Source: an optimization exercise on an open RTL-to-GDS flow (aim: small area and a short achievable clock period). Production flows keep margins and buffers that such runs may drop.
Only simulation tests tie the RTL to the original design; equivalence was not proved.
Power is estimated from default activity; no workload was simulated. The clock port is modelled as an ideal driver; clocking choices that lean on that would not hold on a real chip.

==> flow/design.v (outline; a module is shown in full before it is edited, if it fits) <==
// module sg_nand2: 1 lines
// module sg_nand3: 1 lines
// module sg_nor2: 1 lines
// module sg_nor2b: 1 lines
// module sg_inv: 1 lines
// module sg_xor2: 1 lines
// module sg_xnor2: 1 lines
// module sg_aoi21: 1 lines
// module sg_oai21: 1 lines
// module add_out: 976 lines
// module add_q: 836 lines
// module Scrambler: 72 lines
module Scrambler(
  input         clock,
  input         reset,
  input  [63:0] io_in,
  output [63:0] io_out
);
  // ...
==> flow/flow/run.sh <==
#!/bin/bash
# Layout flow: the standard flow (standard.sh, the ORFS make targets), run
# in two steps.
#  - Synthesis is the standard one, with ABC told that each gate drives a
#    1 fF load (ABC_LOAD_IN_FF=1; sky130hd's default is 5).  The design's
#    adders are written as one-gate modules that synthesis maps one at a
#    time, and with the default load ABC maps each to a larger drive
#    strength (a21oi_2 for an and-or-invert gate) than most of them need;
#    the resizer later upsizes the gates that timing needs.  The registers
#    are the same as the standard synthesis's.
#  - The port buffers that buffer_ports inserts are plain buffers (buf_2)
#    rather than the delay cell it would pick on its own.
#  - The resizer may swap a cell for one of another footprint
#    (MATCH_CELL_FOOTPRINT=0; sky130hd's platform config sets it to 1).
# Each step's full output goes to its own log file in the work folder.
set -euo pipefail
bash standard.sh ABC_LOAD_IN_FF=1 synth > run_synth.log 2>&1
bash standard.sh "BUFFER_PORTS_ARGS=-buffer_cell sky130_fd_sc_hd__buf_2" \
  MATCH_CELL_FOOTPRINT=0 finish > run_layout.log 2>&1
==> flow/standard.sh <==
#!/bin/bash
# synth_recipe.tcl (not shown) runs the flow's synth.tcl, then flattens the netlist and writes it again
# the make line also repeats each setting of config.mk as NAME=value (left out here)
make -C /OpenROAD-flow-scripts/flow DESIGN_CONFIG=/design/flow/config.mk WORK_HOME=/design/flow/orfs CLKGATE_MAP_FILE= SYNTH_SCRIPT=/design/flow/synth_recipe.tcl "${@:-finish}"
==> flow/config.mk <==
export PLATFORM = sky130hd
export DESIGN_NAME = Scrambler
export DESIGN_NICKNAME = Scrambler
export VERILOG_FILES = /design/flow/design.v
export SDC_FILE = /design/flow/constraint.sdc
export NUM_CORES = 4
export LEC_CHECK = 0
export CAP_MARGIN = 20
export CORE_MARGIN = 2
export CORE_UTILIZATION = 65
export CTS_CLUSTER_DIAMETER = 80
export CTS_CLUSTER_SIZE = 32
export SETUP_SLACK_MARGIN = 2.5
export SLEW_MARGIN = 20
export SYNTH_HIERARCHICAL = 1
export SYNTH_MINIMUM_KEEP_SIZE = 0
export TNS_END_PERCENT = 5
==> flow/constraint.sdc <==
create_clock -name core_clock -period 6.0 [get_ports {clock}]
set_input_delay 1.2000 -clock core_clock [delete_from_list [all_inputs] [get_ports {clock}]]
set_output_delay 1.2000 -clock core_clock [all_outputs]
set_load 0.01 [all_outputs]
==> impl_metrics.tcl, run 1 <==
set metrics [dict create \
    outcome "complete, no violations" \
    drt-met1-wl_mm 25.19 \
    r2r-end "q1[63]$_DFF_P_" \
    maxSlewViolCount 0 \
    grt_max_degree 48 \
    final-setup-viol-count 0 \
    p_comb_frac 0.017 \
    synth_warnings 7 \
    sh_seq_area 0.7550 \
    path_max_fanout 8 \
    cts-root-buf "clkbuf_16" \
    ctsResizeCount 26 \
    p_clk_mw 4.27 \
    tns_ns 0 \
    grt_use_met3 0.03164 \
    met3_length_mm 1.971 \
    pre_cts_slack_ns 0.8779 \
    clkbuf_count 54 \
    clk_share 0.03544 \
    synth_top_area_frac 0.8255 \
    synthFlopType "dfxtp_1" \
    firstDrtPassIters 5 \
    final_cells 3479 \
    die_height_um 238.9 \
    postCtsSetupBuffers 5 \
    fin_ws_ns 1.481 \
    clk_latency_ns 0.63 \
    largest_class "registers" \
    final_cell_mix "dfxtp_1, xor2_1, nor2_1, nand2_1, o21ai_1" \
    hpwl_mm 31.40 \
    power.share.sequential 0.703 \
    ioPinCount 130 \
    hp-start "p2[5]$_DFF_P_" \
    grtUsageMet1 0.2532 \
    ir_worst_vdd_mv 0.3262 \
    ys_types 20 \
    power_density_nw_per_um2 388.7 \
    cts_tree "built" \
    muxShareOfSynthArea 0 \
    final_common_cell "dfxtp_1" \
    multi_input_comb_cells 1030 \
    synth_top_family_by_area "simple AND/OR/NAND/NOR gates" \
    end_kind "output pin" \
]
==> module Scrambler, before the edit <==
module Scrambler(
  input         clock,
  input         reset,
  input  [63:0] io_in,
  output [63:0] io_out
);
  reg [63:0] p1;
  reg [63:0] p2;
  reg [63:0] p3;
  reg [63:0] p4;
  reg [63:0] p5;
  reg [63:0] p6;
  reg [63:0] q1;
  reg [63:0] q2;
  reg [63:0] q3;
  reg [63:0] q4;
  reg [63:0] q5;
  reg [63:0] q6;
  reg [63:0] q7;
  reg [63:0] q8;
  reg [63:0] q9;
  reg [63:0] q10;
  reg [63:0] q11;
  reg [63:0] q12;
  reg [63:0] q13;
  reg [63:0] q14;
  reg [63:0] q15;
  reg [63:0] q16;
  reg [63:0] q17;
  reg  [4:0] cnt;    
  reg        m6;     
  reg        m18;    
  wire m18_next = !reset && (m18 || cnt == 5'd17);
  wire m6_next  = !reset && (m6 || cnt == 5'd5);
  add_out u_out (.a(io_in), .b(q17), .s(io_out));
  wire [63:0] q1_next;   
  add_q u_q (.a(p1), .b(p6), .s(q1_next));
  always @(posedge clock) begin
    p1  <= io_out;
    p2  <= p1;
    p3  <= p2;
    p4  <= p3;
    p5  <= p4;
    p6  <= m6_next ? p5 : 64'h0;
    q1  <= q1_next;
    q2 <= q1;
    q3 <= q2;
    q4 <= q3;
    q5 <= q4;
    q6 <= q5;
    q7 <= q6;
    q8 <= q7;
    q9 <= q8;
    q10 <= q9;
    q11 <= q10;
    q12 <= q11;
    q13 <= q12;
    q14 <= q13;
    q15 <= q14;
    q16 <= q15;
    q17 <= m18_next ? q16 : 64'h0;
  end
  always @(posedge clock) begin
    if (reset) begin
      cnt <= 5'd0;
    end else if (!m18) begin
      cnt <= cnt + 5'd1;
    end
    m6  <= m6_next;
    m18 <= m18_next;
  end
endmodule
==> run 2: changes to the inputs <==
--- a/flow/design.v
+++ b/flow/design.v
@@ -978,17 +978,17 @@
   sg_xor2 u512 (.a(x_57), .b(g7_56), .y(s[57]));
   sg_xnor2 u513 (.a(x_58), .b(g6_57), .y(s[58]));
   sg_xor2 u514 (.a(x_59), .b(g7_58), .y(s[59]));
   sg_xor2 u515 (.a(x_60), .b(g6_59), .y(s[60]));
   sg_xor2 u516 (.a(x_61), .b(g7_60), .y(s[61]));
   sg_xor2 u517 (.a(x_62), .b(g6_61), .y(s[62]));
   sg_xor2 u518 (.a(x_63), .b(g7_62), .y(s[63]));
 endmodule
-module add_q(input [63:0] a, input [63:0] b, output [63:0] s);
+module add_q(input [63:0] a, input [63:0] b, input m, output [63:0] s);
   wire g0_0;
   wire p0_0;
   wire x_0;
   wire g0_1;
   wire p0_1;
   wire x_1;
   wire g0_2;
   wire p0_2;
@@ -1364,208 +1364,208 @@
   wire g9_51_n;
   wire g11_52;
   wire g11_54;
   wire g11_56;
   wire g11_58;
   wire g9_59_n;
   wire g11_60;
   wire g11_62;
-  sg_nand2 u1 (.a(a[0]), .b(b[0]), .y(g0_0));
-  sg_nor2 u2 (.a(a[0]), .b(b[0]), .y(p0_0));
-  sg_xor2 u3 (.a(a[0]), .b(b[0]), .y(x_0));
-  sg_nand2 u4 (.a(a[1]), .b(b[1]), .y(g0_1));
-  sg_nor2 u5 (.a(a[1]), .b(b[1]), .y(p0_1));
-  sg_xor2 u6 (.a(a[1]), .b(b[1]), .y(x_1));
-  sg_nand2 u7 (.a(a[2]), .b(b[2]), .y(g0_2));
-  sg_nor2 u8 (.a(a[2]), .b(b[2]), .y(p0_2));
-  sg_xor2 u9 (.a(a[2]), .b(b[2]), .y(x_2));
-  sg_nand2 u10 (.a(a[3]), .b(b[3]), .y(g0_3));
-  sg_nor2 u11 (.a(a[3]), .b(b[3]), .y(p0_3));
-  sg_xor2 u12 (.a(a[3]), .b(b[3]), .y(x_3));
-  sg_nand2 u13 (.a(a[4]), .b(b[4]), .y(g0_4));
-  sg_nor2 u14 (.a(a[4]), .b(b[4]), .y(p0_4));
-  sg_xor2 u15 (.a(a[4]), .b(b[4]), .y(x_4));
-  sg_nand2 u16 (.a(a[5]), .b(b[5]), .y(g0_5));
-  sg_nor2 u17 (.a(a[5]), .b(b[5]), .y(p0_5));
-  sg_xor2 u18 (.a(a[5]), .b(b[5]), .y(x_5));
-  sg_nand2 u19 (.a(a[6]), .b(b[6]), .y(g0_6));
-  sg_nor2 u20 (.a(a[6]), .b(b[6]), .y(p0_6));
-  sg_xor2 u21 (.a(a[6]), .b(b[6]), .y(x_6));
-  sg_nand2 u22 (.a(a[7]), .b(b[7]), .y(g0_7));
-  sg_nor2 u23 (.a(a[7]), .b(b[7]), .y(p0_7));
-  sg_xor2 u24 (.a(a[7]), .b(b[7]), .y(x_7));
-  sg_nand2 u25 (.a(a[8]), .b(b[8]), .y(g0_8));
-  sg_nor2 u26 (.a(a[8]), .b(b[8]), .y(p0_8));
-  sg_xor2 u27 (.a(a[8]), .b(b[8]), .y(x_8));
-  sg_nand2 u28 (.a(a[9]), .b(b[9]), .y(g0_9));
-  sg_nor2 u29 (.a(a[9]), .b(b[9]), .y(p0_9));
-  sg_xor2 u30 (.a(a[9]), .b(b[9]), .y(x_9));
-  sg_nand2 u31 (.a(a[10]), .b(b[10]), .y(g0_10));
-  sg_nor2 u32 (.a(a[10]), .b(b[10]), .y(p0_10));
-  sg_xor2 u33 (.a(a[10]), .b(b[10]), .y(x_10));
-  sg_nand2 u34 (.a(a[11]), .b(b[11]), .y(g0_11));
-  sg_nor2 u35 (.a(a[11]), .b(b[11]), .y(p0_11));
-  sg_xor2 u36 (.a(a[11]), .b(b[11]), .y(x_11));
-  sg_nand2 u37 (.a(a[12]), .b(b[12]), .y(g0_12));
-  sg_nor2 u38 (.a(a[12]), .b(b[12]), .y(p0_12));
-  sg_xor2 u39 (.a(a[12]), .b(b[12]), .y(x_12));
-  sg_nand2 u40 (.a(a[13]), .b(b[13]), .y(g0_13));
-  sg_nor2 u41 (.a(a[13]), .b(b[13]), .y(p0_13));
-  sg_xor2 u42 (.a(a[13]), .b(b[13]), .y(x_13));
-  sg_nand2 u43 (.a(a[14]), .b(b[14]), .y(g0_14));
-  sg_nor2 u44 (.a(a[14]), .b(b[14]), .y(p0_14));
-  sg_xor2 u45 (.a(a[14]), .b(b[14]), .y(x_14));
-  sg_nand2 u46 (.a(a[15]), .b(b[15]), .y(g0_15));
-  sg_nor2 u47 (.a(a[15]), .b(b[15]), .y(p0_15));
-  sg_xor2 u48 (.a(a[15]), .b(b[15]), .y(x_15));
-  sg_nand2 u49 (.a(a[16]), .b(b[16]), .y(g0_16));
-  sg_nor2 u50 (.a(a[16]), .b(b[16]), .y(p0_16));
-  sg_xor2 u51 (.a(a[16]), .b(b[16]), .y(x_16));
-  sg_nand2 u52 (.a(a[17]), .b(b[17]), .y(g0_17));
-  sg_nor2 u53 (.a(a[17]), .b(b[17]), .y(p0_17));
-  sg_xor2 u54 (.a(a[17]), .b(b[17]), .y(x_17));
-  sg_nand2 u55 (.a(a[18]), .b(b[18]), .y(g0_18));
-  sg_nor2 u56 (.a(a[18]), .b(b[18]), .y(p0_18));
-  sg_xor2 u57 (.a(a[18]), .b(b[18]), .y(x_18));
-  sg_nand2 u58 (.a(a[19]), .b(b[19]), .y(g0_19));
-  sg_nor2 u59 (.a(a[19]), .b(b[19]), .y(p0_19));
-  sg_xor2 u60 (.a(a[19]), .b(b[19]), .y(x_19));
-  sg_nand2 u61 (.a(a[20]), .b(b[20]), .y(g0_20));
-  sg_nor2 u62 (.a(a[20]), .b(b[20]), .y(p0_20));
-  sg_xor2 u63 (.a(a[20]), .b(b[20]), .y(x_20));
-  sg_nand2 u64 (.a(a[21]), .b(b[21]), .y(g0_21));
-  sg_nor2 u65 (.a(a[21]), .b(b[21]), .y(p0_21));
-  sg_xor2 u66 (.a(a[21]), .b(b[21]), .y(x_21));
-  sg_nand2 u67 (.a(a[22]), .b(b[22]), .y(g0_22));
-  sg_nor2 u68 (.a(a[22]), .b(b[22]), .y(p0_22));
-  sg_xor2 u69 (.a(a[22]), .b(b[22]), .y(x_22));
-  sg_nand2 u70 (.a(a[23]), .b(b[23]), .y(g0_23));
-  sg_nor2 u71 (.a(a[23]), .b(b[23]), .y(p0_23));
-  sg_xor2 u72 (.a(a[23]), .b(b[23]), .y(x_23));
-  sg_nand2 u73 (.a(a[24]), .b(b[24]), .y(g0_24));
-  sg_nor2 u74 (.a(a[24]), .b(b[24]), .y(p0_24));
-  sg_xor2 u75 (.a(a[24]), .b(b[24]), .y(x_24));
-  sg_nand2 u76 (.a(a[25]), .b(b[25]), .y(g0_25));
-  sg_nor2 u77 (.a(a[25]), .b(b[25]), .y(p0_25));
-  sg_xor2 u78 (.a(a[25]), .b(b[25]), .y(x_25));
-  sg_nand2 u79 (.a(a[26]), .b(b[26]), .y(g0_26));
-  sg_nor2 u80 (.a(a[26]), .b(b[26]), .y(p0_26));
-  sg_xor2 u81 (.a(a[26]), .b(b[26]), .y(x_26));
-  sg_nand2 u82 (.a(a[27]), .b(b[27]), .y(g0_27));
-  sg_nor2 u83 (.a(a[27]), .b(b[27]), .y(p0_27));
-  sg_xor2 u84 (.a(a[27]), .b(b[27]), .y(x_27));
-  sg_nand2 u85 (.a(a[28]), .b(b[28]), .y(g0_28));
-  sg_nor2 u86 (.a(a[28]), .b(b[28]), .y(p0_28));
-  sg_xor2 u87 (.a(a[28]), .b(b[28]), .y(x_28));
-  sg_nand2 u88 (.a(a[29]), .b(b[29]), .y(g0_29));
-  sg_nor2 u89 (.a(a[29]), .b(b[29]), .y(p0_29));
-  sg_xor2 u90 (.a(a[29]), .b(b[29]), .y(x_29));
-  sg_nand2 u91 (.a(a[30]), .b(b[30]), .y(g0_30));
-  sg_nor2 u92 (.a(a[30]), .b(b[30]), .y(p0_30));
-  sg_xor2 u93 (.a(a[30]), .b(b[30]), .y(x_30));
-  sg_nand2 u94 (.a(a[31]), .b(b[31]), .y(g0_31));
-  sg_nor2 u95 (.a(a[31]), .b(b[31]), .y(p0_31));
-  sg_xor2 u96 (.a(a[31]), .b(b[31]), .y(x_31));
-  sg_nand2 u97 (.a(a[32]), .b(b[32]), .y(g0_32));
-  sg_nor2 u98 (.a(a[32]), .b(b[32]), .y(p0_32));
-  sg_xor2 u99 (.a(a[32]), .b(b[32]), .y(x_32));
-  sg_nand2 u100 (.a(a[33]), .b(b[33]), .y(g0_33));
-  sg_nor2 u101 (.a(a[33]), .b(b[33]), .y(p0_33));
-  sg_xor2 u102 (.a(a[33]), .b(b[33]), .y(x_33));
-  sg_nand2 u103 (.a(a[34]), .b(b[34]), .y(g0_34));
-  sg_nor2 u104 (.a(a[34]), .b(b[34]), .y(p0_34));
-  sg_xor2 u105 (.a(a[34]), .b(b[34]), .y(x_34));
-  sg_nand2 u106 (.a(a[35]), .b(b[35]), .y(g0_35));
-  sg_nor2 u107 (.a(a[35]), .b(b[35]), .y(p0_35));
-  sg_xor2 u108 (.a(a[35]), .b(b[35]), .y(x_35));
-  sg_nand2 u109 (.a(a[36]), .b(b[36]), .y(g0_36));
-  sg_nor2 u110 (.a(a[36]), .b(b[36]), .y(p0_36));
-  sg_xor2 u111 (.a(a[36]), .b(b[36]), .y(x_36));
-  sg_nand2 u112 (.a(a[37]), .b(b[37]), .y(g0_37));
-  sg_nor2 u113 (.a(a[37]), .b(b[37]), .y(p0_37));
-  sg_xor2 u114 (.a(a[37]), .b(b[37]), .y(x_37));
-  sg_nand2 u115 (.a(a[38]), .b(b[38]), .y(g0_38));
-  sg_nor2 u116 (.a(a[38]), .b(b[38]), .y(p0_38));
-  sg_xor2 u117 (.a(a[38]), .b(b[38]), .y(x_38));
-  sg_nand2 u118 (.a(a[39]), .b(b[39]), .y(g0_39));
-  sg_nor2 u119 (.a(a[39]), .b(b[39]), .y(p0_39));
-  sg_xor2 u120 (.a(a[39]), .b(b[39]), .y(x_39));
-  sg_nand2 u121 (.a(a[40]), .b(b[40]), .y(g0_40));
-  sg_nor2 u122 (.a(a[40]), .b(b[40]), .y(p0_40));
-  sg_xor2 u123 (.a(a[40]), .b(b[40]), .y(x_40));
-  sg_nand2 u124 (.a(a[41]), .b(b[41]), .y(g0_41));
-  sg_nor2 u125 (.a(a[41]), .b(b[41]), .y(p0_41));
-  sg_xor2 u126 (.a(a[41]), .b(b[41]), .y(x_41));
-  sg_nand2 u127 (.a(a[42]), .b(b[42]), .y(g0_42));
-  sg_nor2 u128 (.a(a[42]), .b(b[42]), .y(p0_42));
-  sg_xor2 u129 (.a(a[42]), .b(b[42]), .y(x_42));
-  sg_nand2 u130 (.a(a[43]), .b(b[43]), .y(g0_43));
-  sg_nor2 u131 (.a(a[43]), .b(b[43]), .y(p0_43));
-  sg_xor2 u132 (.a(a[43]), .b(b[43]), .y(x_43));
-  sg_nand2 u133 (.a(a[44]), .b(b[44]), .y(g0_44));
-  sg_nor2 u134 (.a(a[44]), .b(b[44]), .y(p0_44));
-  sg_xor2 u135 (.a(a[44]), .b(b[44]), .y(x_44));
-  sg_nand2 u136 (.a(a[45]), .b(b[45]), .y(g0_45));
-  sg_nor2 u137 (.a(a[45]), .b(b[45]), .y(p0_45));
-  sg_xor2 u138 (.a(a[45]), .b(b[45]), .y(x_45));
-  sg_nand2 u139 (.a(a[46]), .b(b[46]), .y(g0_46));
-  sg_nor2 u140 (.a(a[46]), .b(b[46]), .y(p0_46));
-  sg_xor2 u141 (.a(a[46]), .b(b[46]), .y(x_46));
-  sg_nand2 u142 (.a(a[47]), .b(b[47]), .y(g0_47));
-  sg_nor2 u143 (.a(a[47]), .b(b[47]), .y(p0_47));
-  sg_xor2 u144 (.a(a[47]), .b(b[47]), .y(x_47));
-  sg_nand2 u145 (.a(a[48]), .b(b[48]), .y(g0_48));
-  sg_nor2 u146 (.a(a[48]), .b(b[48]), .y(p0_48));
-  sg_xor2 u147 (.a(a[48]), .b(b[48]), .y(x_48));
-  sg_nand2 u148 (.a(a[49]), .b(b[49]), .y(g0_49));
-  sg_nor2 u149 (.a(a[49]), .b(b[49]), .y(p0_49));
-  sg_xor2 u150 (.a(a[49]), .b(b[49]), .y(x_49));
-  sg_nand2 u151 (.a(a[50]), .b(b[50]), .y(g0_50));
-  sg_nor2 u152 (.a(a[50]), .b(b[50]), .y(p0_50));
-  sg_xor2 u153 (.a(a[50]), .b(b[50]), .y(x_50));
-  sg_nand2 u154 (.a(a[51]), .b(b[51]), .y(g0_51));
-  sg_nor2 u155 (.a(a[51]), .b(b[51]), .y(p0_51));
-  sg_xor2 u156 (.a(a[51]), .b(b[51]), .y(x_51));
-  sg_nand2 u157 (.a(a[52]), .b(b[52]), .y(g0_52));
-  sg_nor2 u158 (.a(a[52]), .b(b[52]), .y(p0_52));
-  sg_xor2 u159 (.a(a[52]), .b(b[52]), .y(x_52));
-  sg_nand2 u160 (.a(a[53]), .b(b[53]), .y(g0_53));
-  sg_nor2 u161 (.a(a[53]), .b(b[53]), .y(p0_53));
-  sg_xor2 u162 (.a(a[53]), .b(b[53]), .y(x_53));
-  sg_nand2 u163 (.a(a[54]), .b(b[54]), .y(g0_54));
-  sg_nor2 u164 (.a(a[54]), .b(b[54]), .y(p0_54));
-  sg_xor2 u165 (.a(a[54]), .b(b[54]), .y(x_54));
-  sg_nand2 u166 (.a(a[55]), .b(b[55]), .y(g0_55));
-  sg_nor2 u167 (.a(a[55]), .b(b[55]), .y(p0_55));
-  sg_xor2 u168 (.a(a[55]), .b(b[55]), .y(x_55));
-  sg_nand2 u169 (.a(a[56]), .b(b[56]), .y(g0_56));
-  sg_nor2 u170 (.a(a[56]), .b(b[56]), .y(p0_56));
-  sg_xor2 u171 (.a(a[56]), .b(b[56]), .y(x_56));
-  sg_nand2 u172 (.a(a[57]), .b(b[57]), .y(g0_57));
-  sg_nor2 u173 (.a(a[57]), .b(b[57]), .y(p0_57));
-  sg_xor2 u174 (.a(a[57]), .b(b[57]), .y(x_57));
-  sg_nand2 u175 (.a(a[58]), .b(b[58]), .y(g0_58));
-  sg_nor2 u176 (.a(a[58]), .b(b[58]), .y(p0_58));
-  sg_xor2 u177 (.a(a[58]), .b(b[58]), .y(x_58));
-  sg_nand2 u178 (.a(a[59]), .b(b[59]), .y(g0_59));
-  sg_nor2 u179 (.a(a[59]), .b(b[59]), .y(p0_59));
-  sg_xor2 u180 (.a(a[59]), .b(b[59]), .y(x_59));
-  sg_nand2 u181 (.a(a[60]), .b(b[60]), .y(g0_60));
-  sg_nor2 u182 (.a(a[60]), .b(b[60]), .y(p0_60));
-  sg_xor2 u183 (.a(a[60]), .b(b[60]), .y(x_60));
-  sg_nand2 u184 (.a(a[61]), .b(b[61]), .y(g0_61));
-  sg_nor2 u185 (.a(a[61]), .b(b[61]), .y(p0_61));
-  sg_xor2 u186 (.a(a[61]), .b(b[61]), .y(x_61));
-  sg_nand2 u187 (.a(a[62]), .b(b[62]), .y(g0_62));
-  sg_nor2 u188 (.a(a[62]), .b(b[62]), .y(p0_62));
-  sg_xor2 u189 (.a(a[62]), .b(b[62]), .y(x_62));
-  sg_nand2 u190 (.a(a[63]), .b(b[63]), .y(g0_63));
-  sg_nor2 u191 (.a(a[63]), .b(b[63]), .y(p0_63));
-  sg_xor2 u192 (.a(a[63]), .b(b[63]), .y(x_63));
+  sg_nand3 u1 (.a(a[0]), .b(b[0]), .c(m), .y(g0_0));
+  sg_aoi21 u2 (.a1(b[0]), .a2(m), .b1(a[0]), .y(p0_0));
+  sg_nor2b u3 (.a(p0_0), .b_n(g0_0), .y(x_0));
+  sg_nand3 u4 (.a(a[1]), .b(b[1]), .c(m), .y(g0_1));
+  sg_aoi21 u5 (.a1(b[1]), .a2(m), .b1(a[1]), .y(p0_1));
+  sg_nor2b u6 (.a(p0_1), .b_n(g0_1), .y(x_1));
+  sg_nand3 u7 (.a(a[2]), .b(b[2]), .c(m), .y(g0_2));
+  sg_aoi21 u8 (.a1(b[2]), .a2(m), .b1(a[2]), .y(p0_2));
+  sg_nor2b u9 (.a(p0_2), .b_n(g0_2), .y(x_2));
+  sg_nand3 u10 (.a(a[3]), .b(b[3]), .c(m), .y(g0_3));
+  sg_aoi21 u11 (.a1(b[3]), .a2(m), .b1(a[3]), .y(p0_3));
+  sg_nor2b u12 (.a(p0_3), .b_n(g0_3), .y(x_3));
+  sg_nand3 u13 (.a(a[4]), .b(b[4]), .c(m), .y(g0_4));
+  sg_aoi21 u14 (.a1(b[4]), .a2(m), .b1(a[4]), .y(p0_4));
+  sg_nor2b u15 (.a(p0_4), .b_n(g0_4), .y(x_4));
+  sg_nand3 u16 (.a(a[5]), .b(b[5]), .c(m), .y(g0_5));
+  sg_aoi21 u17 (.a1(b[5]), .a2(m), .b1(a[5]), .y(p0_5));
+  sg_nor2b u18 (.a(p0_5), .b_n(g0_5), .y(x_5));
+  sg_nand3 u19 (.a(a[6]), .b(b[6]), .c(m), .y(g0_6));
+  sg_aoi21 u20 (.a1(b[6]), .a2(m), .b1(a[6]), .y(p0_6));
+  sg_nor2b u21 (.a(p0_6), .b_n(g0_6), .y(x_6));
+  sg_nand3 u22 (.a(a[7]), .b(b[7]), .c(m), .y(g0_7));
+  sg_aoi21 u23 (.a1(b[7]), .a2(m), .b1(a[7]), .y(p0_7));
+  sg_nor2b u24 (.a(p0_7), .b_n(g0_7), .y(x_7));
+  sg_nand3 u25 (.a(a[8]), .b(b[8]), .c(m), .y(g0_8));
+  sg_aoi21 u26 (.a1(b[8]), .a2(m), .b1(a[8]), .y(p0_8));
+  sg_nor2b u27 (.a(p0_8), .b_n(g0_8), .y(x_8));
+  sg_nand3 u28 (.a(a[9]), .b(b[9]), .c(m), .y(g0_9));
+  sg_aoi21 u29 (.a1(b[9]), .a2(m), .b1(a[9]), .y(p0_9));
+  sg_nor2b u30 (.a(p0_9), .b_n(g0_9), .y(x_9));
+  sg_nand3 u31 (.a(a[10]), .b(b[10]), .c(m), .y(g0_10));
+  sg_aoi21 u32 (.a1(b[10]), .a2(m), .b1(a[10]), .y(p0_10));
+  sg_nor2b u33 (.a(p0_10), .b_n(g0_10), .y(x_10));
+  sg_nand3 u34 (.a(a[11]), .b(b[11]), .c(m), .y(g0_11));
+  sg_aoi21 u35 (.a1(b[11]), .a2(m), .b1(a[11]), .y(p0_11));
+  sg_nor2b u36 (.a(p0_11), .b_n(g0_11), .y(x_11));
+  sg_nand3 u37 (.a(a[12]), .b(b[12]), .c(m), .y(g0_12));
+  sg_aoi21 u38 (.a1(b[12]), .a2(m), .b1(a[12]), .y(p0_12));
+  sg_nor2b u39 (.a(p0_12), .b_n(g0_12), .y(x_12));
+  sg_nand3 u40 (.a(a[13]), .b(b[13]), .c(m), .y(g0_13));
+  sg_aoi21 u41 (.a1(b[13]), .a2(m), .b1(a[13]), .y(p0_13));
+  sg_nor2b u42 (.a(p0_13), .b_n(g0_13), .y(x_13));
+  sg_nand3 u43 (.a(a[14]), .b(b[14]), .c(m), .y(g0_14));
+  sg_aoi21 u44 (.a1(b[14]), .a2(m), .b1(a[14]), .y(p0_14));
+  sg_nor2b u45 (.a(p0_14), .b_n(g0_14), .y(x_14));
+  sg_nand3 u46 (.a(a[15]), .b(b[15]), .c(m), .y(g0_15));
+  sg_aoi21 u47 (.a1(b[15]), .a2(m), .b1(a[15]), .y(p0_15));
+  sg_nor2b u48 (.a(p0_15), .b_n(g0_15), .y(x_15));
+  sg_nand3 u49 (.a(a[16]), .b(b[16]), .c(m), .y(g0_16));
+  sg_aoi21 u50 (.a1(b[16]), .a2(m), .b1(a[16]), .y(p0_16));
+  sg_nor2b u51 (.a(p0_16), .b_n(g0_16), .y(x_16));
+  sg_nand3 u52 (.a(a[17]), .b(b[17]), .c(m), .y(g0_17));
+  sg_aoi21 u53 (.a1(b[17]), .a2(m), .b1(a[17]), .y(p0_17));
+  sg_nor2b u54 (.a(p0_17), .b_n(g0_17), .y(x_17));
+  sg_nand3 u55 (.a(a[18]), .b(b[18]), .c(m), .y(g0_18));
+  sg_aoi21 u56 (.a1(b[18]), .a2(m), .b1(a[18]), .y(p0_18));
+  sg_nor2b u57 (.a(p0_18), .b_n(g0_18), .y(x_18));
+  sg_nand3 u58 (.a(a[19]), .b(b[19]), .c(m), .y(g0_19));
+  sg_aoi21 u59 (.a1(b[19]), .a2(m), .b1(a[19]), .y(p0_19));
+  sg_nor2b u60 (.a(p0_19), .b_n(g0_19), .y(x_19));
+  sg_nand3 u61 (.a(a[20]), .b(b[20]), .c(m), .y(g0_20));
+  sg_aoi21 u62 (.a1(b[20]), .a2(m), .b1(a[20]), .y(p0_20));
+  sg_nor2b u63 (.a(p0_20), .b_n(g0_20), .y(x_20));
+  sg_nand3 u64 (.a(a[21]), .b(b[21]), .c(m), .y(g0_21));
+  sg_aoi21 u65 (.a1(b[21]), .a2(m), .b1(a[21]), .y(p0_21));
+  sg_nor2b u66 (.a(p0_21), .b_n(g0_21), .y(x_21));
+  sg_nand3 u67 (.a(a[22]), .b(b[22]), .c(m), .y(g0_22));
+  sg_aoi21 u68 (.a1(b[22]), .a2(m), .b1(a[22]), .y(p0_22));
+  sg_nor2b u69 (.a(p0_22), .b_n(g0_22), .y(x_22));
+  sg_nand3 u70 (.a(a[23]), .b(b[23]), .c(m), .y(g0_23));
+  sg_aoi21 u71 (.a1(b[23]), .a2(m), .b1(a[23]), .y(p0_23));
+  sg_nor2b u72 (.a(p0_23), .b_n(g0_23), .y(x_23));
+  sg_nand3 u73 (.a(a[24]), .b(b[24]), .c(m), .y(g0_24));
+  sg_aoi21 u74 (.a1(b[24]), .a2(m), .b1(a[24]), .y(p0_24));
+  sg_nor2b u75 (.a(p0_24), .b_n(g0_24), .y(x_24));
+  sg_nand3 u76 (.a(a[25]), .b(b[25]), .c(m), .y(g0_25));
+  sg_aoi21 u77 (.a1(b[25]), .a2(m), .b1(a[25]), .y(p0_25));
+  sg_nor2b u78 (.a(p0_25), .b_n(g0_25), .y(x_25));
+  sg_nand3 u79 (.a(a[26]), .b(b[26]), .c(m), .y(g0_26));
+  sg_aoi21 u80 (.a1(b[26]), .a2(m), .b1(a[26]), .y(p0_26));
+  sg_nor2b u81 (.a(p0_26), .b_n(g0_26), .y(x_26));
+  sg_nand3 u82 (.a(a[27]), .b(b[27]), .c(m), .y(g0_27));
+  sg_aoi21 u83 (.a1(b[27]), .a2(m), .b1(a[27]), .y(p0_27));
+  sg_nor2b u84 (.a(p0_27), .b_n(g0_27), .y(x_27));
+  sg_nand3 u85 (.a(a[28]), .b(b[28]), .c(m), .y(g0_28));
+  sg_aoi21 u86 (.a1(b[28]), .a2(m), .b1(a[28]), .y(p0_28));
+  sg_nor2b u87 (.a(p0_28), .b_n(g0_28), .y(x_28));
+  sg_nand3 u88 (.a(a[29]), .b(b[29]), .c(m), .y(g0_29));
+  sg_aoi21 u89 (.a1(b[29]), .a2(m), .b1(a[29]), .y(p0_29));
+  sg_nor2b u90 (.a(p0_29), .b_n(g0_29), .y(x_29));
+  sg_nand3 u91 (.a(a[30]), .b(b[30]), .c(m), .y(g0_30));
+  sg_aoi21 u92 (.a1(b[30]), .a2(m), .b1(a[30]), .y(p0_30));
+  sg_nor2b u93 (.a(p0_30), .b_n(g0_30), .y(x_30));
+  sg_nand3 u94 (.a(a[31]), .b(b[31]), .c(m), .y(g0_31));
+  sg_aoi21 u95 (.a1(b[31]), .a2(m), .b1(a[31]), .y(p0_31));
+  sg_nor2b u96 (.a(p0_31), .b_n(g0_31), .y(x_31));
+  sg_nand3 u97 (.a(a[32]), .b(b[32]), .c(m), .y(g0_32));
+  sg_aoi21 u98 (.a1(b[32]), .a2(m), .b1(a[32]), .y(p0_32));
+  sg_nor2b u99 (.a(p0_32), .b_n(g0_32), .y(x_32));
+  sg_nand3 u100 (.a(a[33]), .b(b[33]), .c(m), .y(g0_33));
+  sg_aoi21 u101 (.a1(b[33]), .a2(m), .b1(a[33]), .y(p0_33));
+  sg_nor2b u102 (.a(p0_33), .b_n(g0_33), .y(x_33));
+  sg_nand3 u103 (.a(a[34]), .b(b[34]), .c(m), .y(g0_34));
+  sg_aoi21 u104 (.a1(b[34]), .a2(m), .b1(a[34]), .y(p0_34));
+  sg_nor2b u105 (.a(p0_34), .b_n(g0_34), .y(x_34));
+  sg_nand3 u106 (.a(a[35]), .b(b[35]), .c(m), .y(g0_35));
+  sg_aoi21 u107 (.a1(b[35]), .a2(m), .b1(a[35]), .y(p0_35));
+  sg_nor2b u108 (.a(p0_35), .b_n(g0_35), .y(x_35));
+  sg_nand3 u109 (.a(a[36]), .b(b[36]), .c(m), .y(g0_36));
+  sg_aoi21 u110 (.a1(b[36]), .a2(m), .b1(a[36]), .y(p0_36));
+  sg_nor2b u111 (.a(p0_36), .b_n(g0_36), .y(x_36));
+  sg_nand3 u112 (.a(a[37]), .b(b[37]), .c(m), .y(g0_37));
+  sg_aoi21 u113 (.a1(b[37]), .a2(m), .b1(a[37]), .y(p0_37));
+  sg_nor2b u114 (.a(p0_37), .b_n(g0_37), .y(x_37));
+  sg_nand3 u115 (.a(a[38]), .b(b[38]), .c(m), .y(g0_38));
+  sg_aoi21 u116 (.a1(b[38]), .a2(m), .b1(a[38]), .y(p0_38));
+  sg_nor2b u117 (.a(p0_38), .b_n(g0_38), .y(x_38));
+  sg_nand3 u118 (.a(a[39]), .b(b[39]), .c(m), .y(g0_39));
+  sg_aoi21 u119 (.a1(b[39]), .a2(m), .b1(a[39]), .y(p0_39));
+  sg_nor2b u120 (.a(p0_39), .b_n(g0_39), .y(x_39));
+  sg_nand3 u121 (.a(a[40]), .b(b[40]), .c(m), .y(g0_40));
+  sg_aoi21 u122 (.a1(b[40]), .a2(m), .b1(a[40]), .y(p0_40));
+  sg_nor2b u123 (.a(p0_40), .b_n(g0_40), .y(x_40));
+  sg_nand3 u124 (.a(a[41]), .b(b[41]), .c(m), .y(g0_41));
+  sg_aoi21 u125 (.a1(b[41]), .a2(m), .b1(a[41]), .y(p0_41));
+  sg_nor2b u126 (.a(p0_41), .b_n(g0_41), .y(x_41));
+  sg_nand3 u127 (.a(a[42]), .b(b[42]), .c(m), .y(g0_42));
+  sg_aoi21 u128 (.a1(b[42]), .a2(m), .b1(a[42]), .y(p0_42));
+  sg_nor2b u129 (.a(p0_42), .b_n(g0_42), .y(x_42));
+  sg_nand3 u130 (.a(a[43]), .b(b[43]), .c(m), .y(g0_43));
+  sg_aoi21 u131 (.a1(b[43]), .a2(m), .b1(a[43]), .y(p0_43));
+  sg_nor2b u132 (.a(p0_43), .b_n(g0_43), .y(x_43));
+  sg_nand3 u133 (.a(a[44]), .b(b[44]), .c(m), .y(g0_44));
+  sg_aoi21 u134 (.a1(b[44]), .a2(m), .b1(a[44]), .y(p0_44));
+  sg_nor2b u135 (.a(p0_44), .b_n(g0_44), .y(x_44));
+  sg_nand3 u136 (.a(a[45]), .b(b[45]), .c(m), .y(g0_45));
+  sg_aoi21 u137 (.a1(b[45]), .a2(m), .b1(a[45]), .y(p0_45));
+  sg_nor2b u138 (.a(p0_45), .b_n(g0_45), .y(x_45));
+  sg_nand3 u139 (.a(a[46]), .b(b[46]), .c(m), .y(g0_46));
+  sg_aoi21 u140 (.a1(b[46]), .a2(m), .b1(a[46]), .y(p0_46));
+  sg_nor2b u141 (.a(p0_46), .b_n(g0_46), .y(x_46));
+  sg_nand3 u142 (.a(a[47]), .b(b[47]), .c(m), .y(g0_47));
+  sg_aoi21 u143 (.a1(b[47]), .a2(m), .b1(a[47]), .y(p0_47));
+  sg_nor2b u144 (.a(p0_47), .b_n(g0_47), .y(x_47));
+  sg_nand3 u145 (.a(a[48]), .b(b[48]), .c(m), .y(g0_48));
+  sg_aoi21 u146 (.a1(b[48]), .a2(m), .b1(a[48]), .y(p0_48));
+  sg_nor2b u147 (.a(p0_48), .b_n(g0_48), .y(x_48));
+  sg_nand3 u148 (.a(a[49]), .b(b[49]), .c(m), .y(g0_49));
+  sg_aoi21 u149 (.a1(b[49]), .a2(m), .b1(a[49]), .y(p0_49));
+  sg_nor2b u150 (.a(p0_49), .b_n(g0_49), .y(x_49));
+  sg_nand3 u151 (.a(a[50]), .b(b[50]), .c(m), .y(g0_50));
+  sg_aoi21 u152 (.a1(b[50]), .a2(m), .b1(a[50]), .y(p0_50));
+  sg_nor2b u153 (.a(p0_50), .b_n(g0_50), .y(x_50));
+  sg_nand3 u154 (.a(a[51]), .b(b[51]), .c(m), .y(g0_51));
+  sg_aoi21 u155 (.a1(b[51]), .a2(m), .b1(a[51]), .y(p0_51));
+  sg_nor2b u156 (.a(p0_51), .b_n(g0_51), .y(x_51));
+  sg_nand3 u157 (.a(a[52]), .b(b[52]), .c(m), .y(g0_52));
+  sg_aoi21 u158 (.a1(b[52]), .a2(m), .b1(a[52]), .y(p0_52));
+  sg_nor2b u159 (.a(p0_52), .b_n(g0_52), .y(x_52));
+  sg_nand3 u160 (.a(a[53]), .b(b[53]), .c(m), .y(g0_53));
+  sg_aoi21 u161 (.a1(b[53]), .a2(m), .b1(a[53]), .y(p0_53));
+  sg_nor2b u162 (.a(p0_53), .b_n(g0_53), .y(x_53));
+  sg_nand3 u163 (.a(a[54]), .b(b[54]), .c(m), .y(g0_54));
+  sg_aoi21 u164 (.a1(b[54]), .a2(m), .b1(a[54]), .y(p0_54));
+  sg_nor2b u165 (.a(p0_54), .b_n(g0_54), .y(x_54));
+  sg_nand3 u166 (.a(a[55]), .b(b[55]), .c(m), .y(g0_55));
+  sg_aoi21 u167 (.a1(b[55]), .a2(m), .b1(a[55]), .y(p0_55));
+  sg_nor2b u168 (.a(p0_55), .b_n(g0_55), .y(x_55));
+  sg_nand3 u169 (.a(a[56]), .b(b[56]), .c(m), .y(g0_56));
+  sg_aoi21 u170 (.a1(b[56]), .a2(m), .b1(a[56]), .y(p0_56));
+  sg_nor2b u171 (.a(p0_56), .b_n(g0_56), .y(x_56));
+  sg_nand3 u172 (.a(a[57]), .b(b[57]), .c(m), .y(g0_57));
+  sg_aoi21 u173 (.a1(b[57]), .a2(m), .b1(a[57]), .y(p0_57));
+  sg_nor2b u174 (.a(p0_57), .b_n(g0_57), .y(x_57));
+  sg_nand3 u175 (.a(a[58]), .b(b[58]), .c(m), .y(g0_58));
+  sg_aoi21 u176 (.a1(b[58]), .a2(m), .b1(a[58]), .y(p0_58));
+  sg_nor2b u177 (.a(p0_58), .b_n(g0_58), .y(x_58));
+  sg_nand3 u178 (.a(a[59]), .b(b[59]), .c(m), .y(g0_59));
+  sg_aoi21 u179 (.a1(b[59]), .a2(m), .b1(a[59]), .y(p0_59));
+  sg_nor2b u180 (.a(p0_59), .b_n(g0_59), .y(x_59));
+  sg_nand3 u181 (.a(a[60]), .b(b[60]), .c(m), .y(g0_60));
+  sg_aoi21 u182 (.a1(b[60]), .a2(m), .b1(a[60]), .y(p0_60));
+  sg_nor2b u183 (.a(p0_60), .b_n(g0_60), .y(x_60));
+  sg_nand3 u184 (.a(a[61]), .b(b[61]), .c(m), .y(g0_61));
+  sg_aoi21 u185 (.a1(b[61]), .a2(m), .b1(a[61]), .y(p0_61));
+  sg_nor2b u186 (.a(p0_61), .b_n(g0_61), .y(x_61));
+  sg_nand3 u187 (.a(a[62]), .b(b[62]), .c(m), .y(g0_62));
+  sg_aoi21 u188 (.a1(b[62]), .a2(m), .b1(a[62]), .y(p0_62));
+  sg_nor2b u189 (.a(p0_62), .b_n(g0_62), .y(x_62));
+  sg_nand3 u190 (.a(a[63]), .b(b[63]), .c(m), .y(g0_63));
+  sg_aoi21 u191 (.a1(b[63]), .a2(m), .b1(a[63]), .y(p0_63));
+  sg_nor2b u192 (.a(p0_63), .b_n(g0_63), .y(x_63));
   sg_oai21 u193 (.a1(p0_1), .a2(g0_0), .b1(g0_1), .y(g1_1));
   sg_oai21 u194 (.a1(p0_3), .a2(g0_2), .b1(g0_3), .y(g1_3));
   sg_nor2 u195 (.a(p0_3), .b(p0_2), .y(p1_3));
   sg_oai21 u196 (.a1(p0_5), .a2(g0_4), .b1(g0_5), .y(g1_5));
   sg_nor2 u197 (.a(p0_5), .b(p0_4), .y(p1_5));
   sg_oai21 u198 (.a1(p0_7), .a2(g0_6), .b1(g0_7), .y(g1_7));
   sg_nor2 u199 (.a(p0_7), .b(p0_6), .y(p1_7));
   sg_oai21 u200 (.a1(p0_9), .a2(g0_8), .b1(g0_9), .y(g1_9));
@@ -1847,27 +1847,26 @@
   reg [63:0] q14;
   reg [63:0] q15;
   reg [63:0] q16;
   reg [63:0] q17;
   reg  [4:0] cnt;    
   reg        m6;     
   reg        m18;    
   wire m18_next = !reset && (m18 || cnt == 5'd17);
-  wire m6_next  = !reset && (m6 || cnt == 5'd5);
   add_out u_out (.a(io_in), .b(q17), .s(io_out));
   wire [63:0] q1_next;   
-  add_q u_q (.a(p1), .b(p6), .s(q1_next));
+  add_q u_q (.a(p1), .b(p6), .m(m6), .s(q1_next));
   always @(posedge clock) begin
     p1  <= io_out;
     p2  <= p1;
     p3  <= p2;
     p4  <= p3;
     p5  <= p4;
-    p6  <= m6_next ? p5 : 64'h0;
+    p6  <= p5;
     q1  <= q1_next;
     q2 <= q1;
     q3 <= q2;
     q4 <= q3;
     q5 <= q4;
     q6 <= q5;
     q7 <= q6;
     q8 <= q7;
@@ -1882,12 +1881,12 @@
     q17 <= m18_next ? q16 : 64'h0;
   end
   always @(posedge clock) begin
     if (reset) begin
       cnt <= 5'd0;
     end else if (!m18) begin
       cnt <= cnt + 5'd1;
     end
-    m6  <= m6_next;
+    m6  <= !reset && (m6 || cnt == 5'd5);
     m18 <= m18_next;
   end
 endmodule
==> flow/flow/run.sh (replaced) <==
#!/bin/bash
# Layout flow: the standard flow (standard.sh, the ORFS make targets), run
# in two steps.  Synthesis is the standard one, unchanged.  The rest of the
# layout differs from the standard flow in three settings only:
#  - the port buffers that buffer_ports inserts are plain buffers (buf_2)
#    rather than the delay cell it would pick on its own,
#  - the resizer may swap a cell for one of another footprint
#    (MATCH_CELL_FOOTPRINT=0; sky130hd's platform config sets it to 1), and
#  - after global routing, ORFS's power recovery downsizes gates on paths
#    with slack to spare (RECOVER_POWER, percent of those paths).
# Each step's full output goes to its own log file in the work folder.
set -euo pipefail
bash standard.sh synth > run_synth.log 2>&1
bash standard.sh "BUFFER_PORTS_ARGS=-buffer_cell sky130_fd_sc_hd__buf_2" \
  MATCH_CELL_FOOTPRINT=0 RECOVER_POWER=40 finish > run_layout.log 2>&1
==> impl_metrics.tcl, run 2 <==
set metrics [dict create \
    ioPinCount 130 \
    drc 0 \
    fin_util 0.7264 \
    cts_tree "built" \
    routed_via_density 4.723 \
    maxSlewHeadroom 0.3738 \
    synth_warnings 7 \
    grt_max_degree 52 \
    syn_nets 2584 \
    grt_pass1_vias 15960 \
    tns_ns 0 \
    fill_cells 3727 \
    vias 16410 \
    end_kind "output pin" \
    cts-buffers-inserted 52 \
    die_area_um2 57890 \
    antenna_found_initial 2 \
    cp_slowest_stage_delay_ns 0.24 \
    clockBufferDepth 3 \
    drtIter0Drc 719 \
    start_util 0.6592 \
    worst_slew_pin_slew_ns 0.9373 \
    core_um2 55200 \
    critical_path.top_delay_family "compound AO/OA/AOI/OAI gates" \
    synth_area_leader_cell "dfxtp_1" \
    hpwl_mm 31.80 \
    htreeDepth 2 \
    wl_per_cell_um 14.53 \
    clk_latency_ns 0.64 \
    ant_nets 0 \
    cts_sinks 1479 \
    cts_hold_buffers 0 \
    final.min_clock_period_ns 4.408 \
    cts.clk_slew.worst_paths_ns 0.11 \
    skew_ns 0.02904 \
    core.rowCount 86 \
    synth_common_cells "dfxtp_1, o21ai_1, xor2_1" \
    portBuffers 129 \
    grt.overflow.total 0 \
    maxSlewViolCount 0 \
    ys_types 20 \
    fin_crit_sh 0.7347 \
    crit_required_ns 4.80 \
    drv_cap 0 \
    synth_seq_cells 1479 \
    syn_inst 2516 \
    grt_use_total 0.1713 \
    syn_area_per_cell_um2 14.46 \
    firstDrtPassIters 5 \
    start_kind "input pin" \
    hold_class "flop to flop" \
    netlist_top_cells_area "dfxtp_1, xor2_1, a21oi_2, nor2b_4, o21ai_1" \
    cts-root-buf "clkbuf_16" \
    outcome "complete, no violations" \
    yosysSeqAreaShare 0.8137 \
    synthFlopType "dfxtp_1" \
    wl_mm 50.51 \
    hold_ws_ns 0.3228 \
    synth-edff-count 0 \
    layout.nets 2791 \
    clock.fmax_ghz 0.2269 \
    critPathArrivalTime_ns 3.21 \
    register_area_um2 29610 \
    finalHoldViolCount 0 \
    p_leak_nw 17.14 \
    crit_type "input pin to output pin" \
    path_buf_inv 5 \
    power_density_nw_per_um2 381.6 \
    grt_first_pass_wirelength_mm 78.43 \
    post-synth-top-count-cell "dfxtp_1" \
    multi_input_area_um2 6913 \
    final_cell_mix "dfxtp_1, xor2_1, o21ai_1, a21oi_2, buf_2" \
    power_mw 15.30 \
    critical_path.slowest_cell "xor2_1" \
    ys_async_sr_fraction 0 \
    path_max_fanout 8 \
    synth_top_area_frac 0.8137 \
    cpMostUsedCell "a21oi_4" \
    gp_congestion 0.8108 \
    final-setup-viol-count 0 \
    final_common_cell "dfxtp_1" \
    area_delta_synth_final_pct 10.20 \
    rsz0062_at_grt "yes" \
    die_height_um 240.6 \
    syn-cell-area_um2 36390 \
    layout-drive-gt1-share 0.1867 \
    ir_worst_vdd_mv 0.2715 \
    path_cells "buf_4, nand2_2, o21ai_2, a21oi_4, o21ai_4, a21oi_4, buf_12, o21ai_4, buf_12, buf_16, a21oi_4, o21ai_2, xor2_1, buf_2" \
    fp.dieW_um 240.6 \
]
==> run 2: per-layer routing <==
metal / GRT usage / wire [um] / vias up
met1: 0.2358 / 24850 / 7796
met3: 0.03546 / 1743 / 77
met2: 0.2768 / 22780 / 175
met5: 0 / 0 / -
met4: 0.04894 / 1129 / 0
li1: - / - / 8364
==> run 2: layout make-up <==
type | instances | area share
clock buffers | 54 | 0.03317
repair buffers | 162 | 0.02534
well taps | 748 | 0.02334
diodes | 1 | 0.00006241
flip-flops and latches | 1479 | 0.7385
multi-input cells | 970 | 0.1724
clock inverters | 3 | 0.001342
inverters | 58 | 0.005835
==> run 2: repair_timing <==
| item | CTS | global route |
|---|---|---|
| pin swaps | 14 | 16 |
| setup buffers | 14 | 15 |
| gates resized for setup | 44 | 49 |
| hold endpoints to repair | 0 | 0 |
| endpoints found under the setup margin | 82 | 90 |
==> run 2: modules after synthesis (local to each module, per instance) <==
module     cells  area [um2]  flops+latches  copies in the design
add_q          1       7.507              0                     1
sg_nor2        1       3.754              0                   143
sg_oai21       1       5.005              0                   170
Scrambler   1573       30230           1479                     1
sg_nand2       1       3.754              0                   109
sg_nor2b       1       13.76              0                    64
sg_xor2        1       8.758              0                   153
sg_inv         1       3.754              0                    56
add_out        1       7.507              0                     1
sg_nand3       1       5.005              0                    64
sg_xnor2       1       8.758              0                    37
sg_aoi21       1       8.758              0                   145
==> run 2: kinds of logic after synthesis <==
| logic type | Yosys count | synth area share |
|---|---|---|
| AO/OA/AOI/OAI | 317 | 0.05856 |
| XOR/XNOR | 194 | 0.04670 |
| buffers and inverters | 67 | 0.008287 |
| flip-flops | 1479 | 0.8137 |
| adder cells (fa/ha/maj) | 2 | 0.0006876 |
| AND/OR/NAND/NOR | 457 | 0.07207 |
==> run 2: power breakdown <==
group / internal, mW / switching (mW) / total (mW)
clock: 1.65 / 2.62 / 4.27
sequential: 10.5 / 0.191 / 10.7
combinational: 0.131 / 0.188 / 0.319
total: 12.3 / 3.00 / 15.3
==> run 2: worst paths after layout <==
path,endpoint,cells past startpoint,slack [ns],startpoint
hold reg to reg,p6[17]$_DFF_P_,0,0.32,p5[17]$_DFF_P_
setup / recovery,io_out[45],14,1.59,io_in[2]
hold / removal,p6[17]$_DFF_P_,0,0.32,p5[17]$_DFF_P_
setup reg to reg,q1[63]$_DFF_P_,14,2.69,m6$_DFF_P_
==> run 2: per-stage QoR <==
stage          cells  cell area [um2]  setup slack (ns)
6_report        3475            40100             1.592
5_1_grt         3475            40100             1.520
4_1_cts         3459            39760             1.525
2_1_floorplan   2516            36530             1.940
3_3_place_gp    3388            38070             1.267
3_5_place_dp    3388            38070             1.188
==> run 3: changes to the inputs <==
==> flow/flow/run.sh (replaced) <==
#!/bin/bash
# Layout flow: the standard flow (standard.sh, the ORFS make targets), run
# in two steps.  Synthesis is the standard one, unchanged.  The rest of the
# layout differs from the standard flow in two settings only:
#  - the port buffers that buffer_ports inserts are plain buffers (buf_2)
#    rather than the delay cell it would pick on its own, and
#  - the resizer may swap a cell for one of another footprint
#    (MATCH_CELL_FOOTPRINT=0; sky130hd's platform config sets it to 1).
# Each step's full output goes to its own log file in the work folder.
set -euo pipefail
bash standard.sh synth > run_synth.log 2>&1
bash standard.sh "BUFFER_PORTS_ARGS=-buffer_cell sky130_fd_sc_hd__buf_2" \
  MATCH_CELL_FOOTPRINT=0 finish > run_layout.log 2>&1
==> impl_metrics.tcl, run 3 <==
set metrics [dict create \
    grt_use_total 0.1713 \
    place_inst 3388 \
    hold_class "flop to flop" \
    fp.dieW_um 240.6 \
    register_area_um2 29610 \
    ys_types 20 \
    grt_max_degree 52 \
    final_cells 3475 \
    die_area_um2 57890 \
    ys_async_sr_fraction 0 \
    start_util 0.6592 \
    final_cell_mix "dfxtp_1, xor2_1, o21ai_1, a21oi_2, buf_2" \
    whs_path_depth 0 \
    area_delta_synth_final_pct 10.20 \
    outcome "complete, no violations" \
    ant_nets 0 \
    maxSlewHeadroom 0.3738 \
    htreeDepth 2 \
    muxShareOfSynthArea 0 \
    layout-drive-gt1-share 0.1867 \
    rr_worst_depth 14 \
    syn_inst 2516 \
    cpMostUsedCell "a21oi_4" \
    cts-buffers-inserted 52 \
    hpwl_mm 31.80 \
    synthFlopType "dfxtp_1" \
    synth_top_family_by_area "simple AND/OR/NAND/NOR gates" \
    post-synth-top-count-cell "dfxtp_1" \
    skew_ns 0.02904 \
    wl_per_cell_um 14.53 \
    path_cells "buf_4, nand2_2, o21ai_2, a21oi_4, o21ai_4, a21oi_4, buf_12, o21ai_4, buf_12, buf_16, a21oi_4, o21ai_2, xor2_1, buf_2" \
    syn_area_per_cell_um2 14.46 \
    path_max_fanout 8 \
    cts_hold_buffers 0 \
    core_um2 55200 \
    tns_ns 0 \
    layout.nets 2791 \
    power.share.sequential 0.700 \
    maxSlewViolCount 0 \
    crit_required_ns 4.80 \
    firstDrtPassIters 5 \
    portBuffers 129 \
    synthAdderAreaFrac 0.0006877 \
    power_density_nw_per_um2 381.6 \
    final_common_cell "dfxtp_1" \
    cp_slowest_stage_delay_ns 0.24 \
    p_int_mw 12.31 \
    syn-cell-area_um2 36390 \
    grt_first_pass_wirelength_mm 78.43 \
    routed_via_density 4.723 \
    worst_slew_pin_slew_ns 0.9373 \
    start_kind "input pin" \
    die_height_um 240.6 \
    critPathArrivalTime_ns 3.21 \
    grt_pass1_vias 15960 \
    p_clk_frac 0.279 \
    final-setup-viol-count 0 \
    drv_cap 0 \
    synth_top_area_frac 0.8137 \
    ir_worst_vdd_mv 0.2715 \
    grt.overflow.total 0 \
    final.min_clock_period_ns 4.408 \
    crit_type "input pin to output pin" \
    cts.clk_slew.worst_paths_ns 0.11 \
    cts_sinks 1479 \
    rsz0062_at_grt "yes" \
    synth_seq_cells 1479 \
    p_leak_nw 17.14 \
    multi_input_area_um2 6913 \
    synth-edff-count 0 \
    p_switching_mw 2.997 \
    syn_nets 2584 \
    synth_warnings 7 \
    synth_compound_area_frac 0.05856 \
    clockBufferDepth 3 \
    yosysSeqAreaShare 0.8137 \
    end_kind "output pin" \
    synth_xor_xnor_area_share 0.04670 \
    cts_tree "built" \
    antenna_found_initial 2 \
    synth_area_leader_cell "dfxtp_1" \
    gp_congestion 0.8108 \
    clock.fmax_ghz 0.2269 \
    synth-simple-area-share 0.07207 \
    vias 16410 \
    critical_path.slowest_cell "xor2_1" \
    clk_latency_ns 0.64 \
    p_comb_frac 0.021 \
    swShare 0.1959 \
    netlist_top_cells_area "dfxtp_1, xor2_1, a21oi_2, nor2b_4, o21ai_1" \
    fin_crit_sh 0.7347 \
    wl_mm 50.51 \
    fill_cells 3727 \
    cts-root-buf "clkbuf_16" \
    ioPinCount 130 \
    drc 0 \
    synth_common_cells "dfxtp_1, o21ai_1, xor2_1" \
    finalHoldViolCount 0 \
    drtIter0Drc 719 \
    core.rowCount 86 \
]
[run 3: what timing repair did]
| item | 4_1_cts | 5_1_grt |
|---|---|---|
| hold endpoints to repair | 0 | 0 |
| setup buffers | 14 | 15 |
| resized for setup | 44 | 49 |
| pin swaps | 14 | 16 |
| setup endpoints to repair | 82 | 90 |
[run 3: cell type report]
type                            instances  area share
Antenna cell                            1  0.00006241
Tap cell                              748     0.02334
Clock buffer                           54     0.03317
Clock inverter                          3    0.001342
Multi-Input combinational cell        970      0.1724
Inverter                               58    0.005835
Timing Repair Buffer                  162     0.02534
Sequential cell                      1479      0.7385
[run 3: final timing paths]
path             startpoint              to  slack (ns)
max                io_in[2]      io_out[45]        1.59
min          p5[17]$_DFF_P_  p6[17]$_DFF_P_        0.32
max reg2reg      m6$_DFF_P_  q1[63]$_DFF_P_        2.69
min reg2reg  p5[17]$_DFF_P_  p6[17]$_DFF_P_        0.32
[run 3: logic make-up (layout without fill, tap and decap cells)]
| logic type | count (synthesis) | in the layout |
|---|---|---|
| AOI/OAI and AO/OA | 317 | 317 |
| xor gates and xnor gates | 194 | 194 |
| adders and majority gates | 2 | 2 |
| buffers and inverters | 67 | 277 |
| DFF | 1479 | 1479 |
| other | 0 | 1 |
| and+or+nand+nor | 457 | 457 |
[run 3: per-module statistics from Yosys, one instance, submodules excluded, excerpt]
module	flip-flops and latches	times used	cells inside
Scrambler	1479	1	1573
add_out	0	1	1
add_q	0	1	1
sg_aoi21	0	145	1
sg_nand2	0	109	1
sg_nand3	0	64	1
sg_nor2	0	143	1
sg_nor2b	0	64	1
sg_xnor2	0	37	1
sg_xor2	0	153	1
[run 3: layer usage]
metal,up-vias,global-route usage,part of all wire
li1,8364,-,-
met4,0,0.04894,0.022
met1,7796,0.2358,0.49
met3,77,0.03546,0.035
met2,175,0.2768,0.45
met5,-,0,0
[run 3: through the flow]
stage               total power, mW  hold slack (ns)    util  area [um2]  setup slack [ns]
floorplan                     11.06           0.3096       -       36530             1.940
finish                        15.30           0.3228  0.7264       40100             1.592
global route                  15.88           0.3314  0.7264       40100             1.520
global placement              11.21           0.3095  0.6897       38070             1.267
detailed placement            11.24           0.3121  0.6897       38070             1.188
CTS                           15.44           0.3319  0.7203       39760             1.525
[run 3: power groups by stage]
| stage | logic [mW] | registers (mW) | clock network, mW |
|---|---|---|---|
| floorplan | 0.196 | 10.9 | 0 |
| global placement | 0.287 | 10.9 | 0 |
| detailed placement | 0.294 | 10.9 | 0 |
| CTS | 0.302 | 10.7 | 4.40 |
| global route | 0.348 | 10.8 | 4.74 |
| finish | 0.319 | 10.7 | 4.27 |
[run 3: critical path, delay by kind of cell]
family | cells | cell delay, ns
AO/OA/AOI/OAI | 7 | 0.90
buffers and inverters | 5 | 0.77
XOR/XNOR | 1 | 0.24
AND/OR/NAND/NOR | 1 | 0.07

## separate check: timing with driven ports
No port has a modelled driver above. Below, the same layouts with a new extraction and two added sets of constraints. Step 1 assumes that a clkbuf_16 drives the clock port and a buf_2 every other input. Step 2 times the ports against the registers' clock, not the clock port: input delays grow and output delays shrink by t, the midpoint of the rising clock arrivals with the driver on. Slacks: no drivers / after step 1 / after step 2; pairs: no drivers / after step 1.
run	t, ns	setup slack, ns	slew at the worst register clock pin (ns)
run 1	0.673	1.481 / 1.457 / 1.457	0.11 / 0.11
run 2	0.679	1.592 / 1.568 / 1.568	0.12 / 0.12
run 3	0.679	1.592 / 1.568 / 1.568	0.12 / 0.12
After both steps setup and hold are still met in every run listed.
